Source: an optimization exercise on an open RTL-to-GDS flow (aim: small area, a short achievable clock period and few clock cycles per item). Production flows keep margins and buffers that such runs may drop. Where RTL was checked, it was by simulation tests only, not by an equivalence proof against the original. Power figures rest on the tool's default switching activity, not on a simulated workload.

Setup of oak:
## ebpc_encoder
module ebpc_encoder
  (
   input logic               clk_i,
   input logic               rst_ni,
   input logic [DATA_W-1:0]  data_i,
   input logic               last_i,
   input logic               vld_i,
   output logic              rdy_o,
   output logic              idle_o,
   output logic [DATA_W-1:0] znz_data_o,
   output logic              znz_last_o,
   output logic              znz_vld_o,
   input logic               znz_rdy_i,
   output logic [DATA_W-1:0] bpc_data_o,
   output logic              bpc_last_o,
   output logic              bpc_vld_o,
   input logic               bpc_rdy_i,
   output logic              blk_done_o
   );
  logic              iv_q;
  logic [DATA_W-1:0] id_q;
  logic              il_q, inz_q;
  logic              take;
  logic              znz_room, nz_ok;
  logic [5:0]        znz_code;
  logic [3:0]        znz_len;
  logic              coder_free, xfer, xfer_tag;
  ...
Size in the first run: ~37 I/O pins, about 13000 µm² of cells after synthesis.
==> module ebpc_encoder, before the edit <==
module ebpc_encoder
  (
   input logic               clk_i,
   input logic               rst_ni,
   input logic [DATA_W-1:0]  data_i,
   input logic               last_i,
   input logic               vld_i,
   output logic              rdy_o,
   output logic              idle_o,
   output logic [DATA_W-1:0] znz_data_o,
   output logic              znz_last_o,
   output logic              znz_vld_o,
   input logic               znz_rdy_i,
   output logic [DATA_W-1:0] bpc_data_o,
   output logic              bpc_last_o,
   output logic              bpc_vld_o,
   input logic               bpc_rdy_i,
   output logic              blk_done_o
   );
  logic              iv_q;
  logic [DATA_W-1:0] id_q;
  logic              il_q, inz_q;
  logic              take;
  logic              znz_room, nz_ok;
  logic [5:0]        znz_code;
  logic [3:0]        znz_len;
  logic              coder_free, xfer, xfer_tag;
  logic [0:BLOCK_SIZE-1][DATA_W-1:0] words;
  logic              bpc_room, code_vld, code_end;
  logic [7:0]        code;
  logic [3:0]        code_len;
  logic              xfer_open, res_nz, res_last;
  logic              full_d, coder_busy_d;
  logic              cv_q, ce_q, code_free;
  logic [7:0]        cd_q;
  logic [1:0]        cl_q;     
  logic [3:0]        cl_len;
  assign idle_o = 1'b0;
  logic              ok_q, ok_d, iv_d, inz_d;
  logic              znz_room_d, nz_ok_d, coder_free_d, bpc_room_d, cv_d;
  logic              accept;
  logic              rdy_q;    
  assign take   = iv_q && ok_q;
  assign rdy_o  = rdy_q;
  assign accept = vld_i && (!iv_q || ok_q);
  assign iv_d         = accept || (iv_q && !take);
  assign inz_d        = accept ? |data_i : inz_q;
  assign cv_d         = code_free ? code_vld : cv_q;
  assign coder_free_d = !coder_busy_d && (!cv_d || bpc_room_d);
  assign ok_d         = znz_room_d && (!inz_d || nz_ok_d);
  always_ff @(posedge clk_i or negedge rst_ni) begin
    if (~rst_ni)
      iv_q <= 1'b0;
    else
      iv_q <= iv_d;
  end
  always_ff @(posedge clk_i) begin
    ok_q  <= ok_d;
    rdy_q <= !iv_d || ok_d;
    if (accept) begin
      id_q  <= data_i;
      il_q  <= last_i;
      inz_q <= |data_i;
    end
  end
  zrle zrle_i (
    .clk_i (clk_i),
    .rst_ni(rst_ni),
    .vld_i (take),
    .nz_i  (inz_q),
    .last_i(il_q),
    .code_o(znz_code),
    .len_o (znz_len)
  );
  shift_streamer #(.IW(6)) znz_pack_i (
    .clk_i (clk_i),
    .rst_ni(rst_ni),
    .vld_i (take),
    .data_i(znz_code),
    .len_i (znz_len),
    .end_i (il_q),
    .room_o(znz_room),
    .room_d_o(znz_room_d),
    .data_o(znz_data_o),
    .last_o(znz_last_o),
    .vld_o (znz_vld_o),
    .rdy_i (znz_rdy_i)
  );
  dbp_dbx_enc collect_i (
    .clk_i       (clk_i),
    .rst_ni      (rst_ni),
    .take_i      (take),
    .nz_i        (inz_q),
    .last_i      (il_q),
    .data_i      (id_q),
    .coder_free_i(coder_free),
    .nz_ok_o     (nz_ok),
    .full_d_o    (full_d),
    .coder_free_d_i(coder_free_d),
    .nz_ok_d_o   (nz_ok_d),
    .xfer_o      (xfer),
    .tag_o       (xfer_tag),
    .open_o      (xfer_open),
    .res_nz_o    (res_nz),
    .res_last_o  (res_last),
    .words_o     (words)
  );
  seq_coder coder_i (
    .clk_i  (clk_i),
    .rst_ni (rst_ni),
    .xfer_i (xfer),
    .tag_i  (xfer_tag),
    .open_i (xfer_open),
    .res_nz_i  (res_nz),
    .res_last_i(res_last),
    .base_i (words[0]),
    .words_i(words),
    .room_i (code_free),
    .free_o (coder_free),
    .busy_d_o(coder_busy_d),
    .vld_o  (code_vld),
    .code_o (code),
    .len_o  (code_len),
    .end_o  (code_end)
  );
  always_comb
    case (cl_q)
      2'd1:    cl_len = 4'd5;
      2'd2:    cl_len = 4'd6;
      2'd3:    cl_len = 4'd2;
      default: cl_len = 4'd8;
    endcase
  assign code_free = !cv_q || bpc_room;
  always_ff @(posedge clk_i or negedge rst_ni) begin
    if (~rst_ni)
      cv_q <= 1'b0;
    else if (code_free)
      cv_q <= code_vld;
  end
  always_ff @(posedge clk_i) begin
    if (code_free) begin
      cd_q <= code;
      case (code_len)
        4'd5:    cl_q <= 2'd1;
        4'd6:    cl_q <= 2'd2;
        4'd2:    cl_q <= 2'd3;
        default: cl_q <= 2'd0;
      endcase
      ce_q <= code_end;
    end
  end
  shift_streamer #(.IW(8)) bpc_pack_i (
    .clk_i (clk_i),
    .rst_ni(rst_ni),
    .vld_i (cv_q && bpc_room),
    .data_i(cd_q),
    .len_i (cl_len),
    .end_i (ce_q),
    .room_o(bpc_room),
    .room_d_o(bpc_room_d),
    .data_o(bpc_data_o),
    .last_o(bpc_last_o),
    .vld_o (bpc_vld_o),
    .rdy_i (bpc_rdy_i)
  );
  done_gen done_gen_i (
    .clk_i     (clk_i),
    .rst_ni    (rst_ni),
    .znz_fin_i (znz_vld_o && znz_rdy_i && znz_last_o),
    .bpc_fin_i (bpc_vld_o && bpc_rdy_i && bpc_last_o),
    .blk_done_o(blk_done_o)
  );
endmodule  
==> flow/config.mk <==
export PLATFORM = sky130hd
export DESIGN_NAME = ebpc_encoder
export DESIGN_NICKNAME = ebpc_encoder
export VERILOG_FILES = /design/flow/design.v
export SDC_FILE = /design/flow/constraint.sdc
export NUM_CORES = 4
export LEC_CHECK = 0
export CAP_MARGIN = 20
export CORE_MARGIN = 2
export CORE_UTILIZATION = 55
export CTS_CLUSTER_DIAMETER = 100
export CTS_CLUSTER_SIZE = 25
export PLACE_DENSITY = 0.7
export SLEW_MARGIN = 20
==> flow/constraint.sdc <==
create_clock -name core_clock -period 12.0 [get_ports {clk_i}]
set_input_delay 2.4000 -clock core_clock [delete_from_list [all_inputs] [get_ports {clk_i}]]
set_output_delay 2.4000 -clock core_clock [all_outputs]
set_load 0.01 [all_outputs]
standard.sh (not shown) runs the stock make flow with config.mk's settings and CLKGATE_MAP_FILE= SYNTH_SCRIPT=/design/flow/synth_recipe.tcl, a recipe that flattens the netlist after the stock synthesis.
==> flow/flow/run.sh <==
#!/bin/bash
# Standard layout, with repair_timing asked for extra setup slack against
# the design's own constraints (same SDC, same clock period).
cp standard.sh standard_copy.sh.txt 2>/dev/null
export SETUP_SLACK_MARGIN=8.6
bash standard.sh > standard_flow.log 2>&1
The inputs of pine differ from those of oak as listed below.
diff --git a/flow/design.v b/flow/design.v
--- a/flow/design.v
+++ b/flow/design.v
@@ -476,8 +476,7 @@
   logic              full_d, coder_busy_d;
   logic              cv_q, ce_q, code_free;
   logic [7:0]        cd_q;
-  logic [1:0]        cl_q;     
-  logic [3:0]        cl_len;
+  logic [3:0]        cl_q;
   assign idle_o = 1'b0;
   logic              ok_q, ok_d, iv_d, inz_d;
   logic              znz_room_d, nz_ok_d, coder_free_d, bpc_room_d, cv_d;
@@ -566,13 +565,6 @@
     .len_o  (code_len),
     .end_o  (code_end)
   );
-  always_comb
-    case (cl_q)
-      2'd1:    cl_len = 4'd5;
-      2'd2:    cl_len = 4'd6;
-      2'd3:    cl_len = 4'd2;
-      default: cl_len = 4'd8;
-    endcase
   assign code_free = !cv_q || bpc_room;
   always_ff @(posedge clk_i or negedge rst_ni) begin
     if (~rst_ni)
@@ -583,12 +575,7 @@
   always_ff @(posedge clk_i) begin
     if (code_free) begin
       cd_q <= code;
-      case (code_len)
-        4'd5:    cl_q <= 2'd1;
-        4'd6:    cl_q <= 2'd2;
-        4'd2:    cl_q <= 2'd3;
-        default: cl_q <= 2'd0;
-      endcase
+      cl_q <= code_len;
       ce_q <= code_end;
     end
   end
@@ -597,7 +584,7 @@
     .rst_ni(rst_ni),
     .vld_i (cv_q && bpc_room),
     .data_i(cd_q),
-    .len_i (cl_len),
+    .len_i (cl_q),
     .end_i (ce_q),
     .room_o(bpc_room),
     .room_d_o(bpc_room_d),
Taking oak as the reference, in pine proportion of power drawn by combinational gates shrank by 2.1 points; post-layout instance count excluding filler cells moved down; number of enable-type register cells in the synthesized netlist rose by 1.2%; relative area change from synthesis to final layout -1.1 points.
Summary of pine over oak: slew at the pin closest to its max-slew limit went up 0.11 ns; synthesized cell count moved down; die area went down by 0.89%.
Looking at timing-limited maximum frequency, pine sits 0.0019 GHz below oak.
In pine the clock share of power turned out 0.7 points higher than in oak.
Per the comparison of pine with oak, area after synthesis now sits lower, count of plain and timing-repair buffers went down by 20.
Testbench counts of pine, summed over its fixed seeds: cycles 28,903, words 28,155.
For oak, only the layout was checked, not whether the RTL still works.

port drivers added, routing unchanged:
How much do the figures lean on ideal ports? The routed layouts below were timed once more, with nothing changed but the port constraints. Step 1: set_driving_cell puts a clkbuf_16 on clk_i and a buf_2 on each other input, an assumption about the parent block. Step 2 moves the port delays by t, midway between the first and last clock arrival at a register: inputs arrive t later, outputs are due t later. That takes back most of the time a late clock gives input paths. a / b / c = no drivers / after step 1 / after step 2; a / b = the first two.
run | t (ns) | slack for setup (ns) | cell pins on the clock port's net
oak | 0.542 | 8.554 / 8.507 / 8.144 | 1
pine | 0.544 | 8.532 / 8.484 / 8.161 | 1
After both steps every run listed still meets setup and hold. For oak, which loses most, drivers alone change the setup slack by -0.047 ns; drivers and shift together by -0.410 ns.
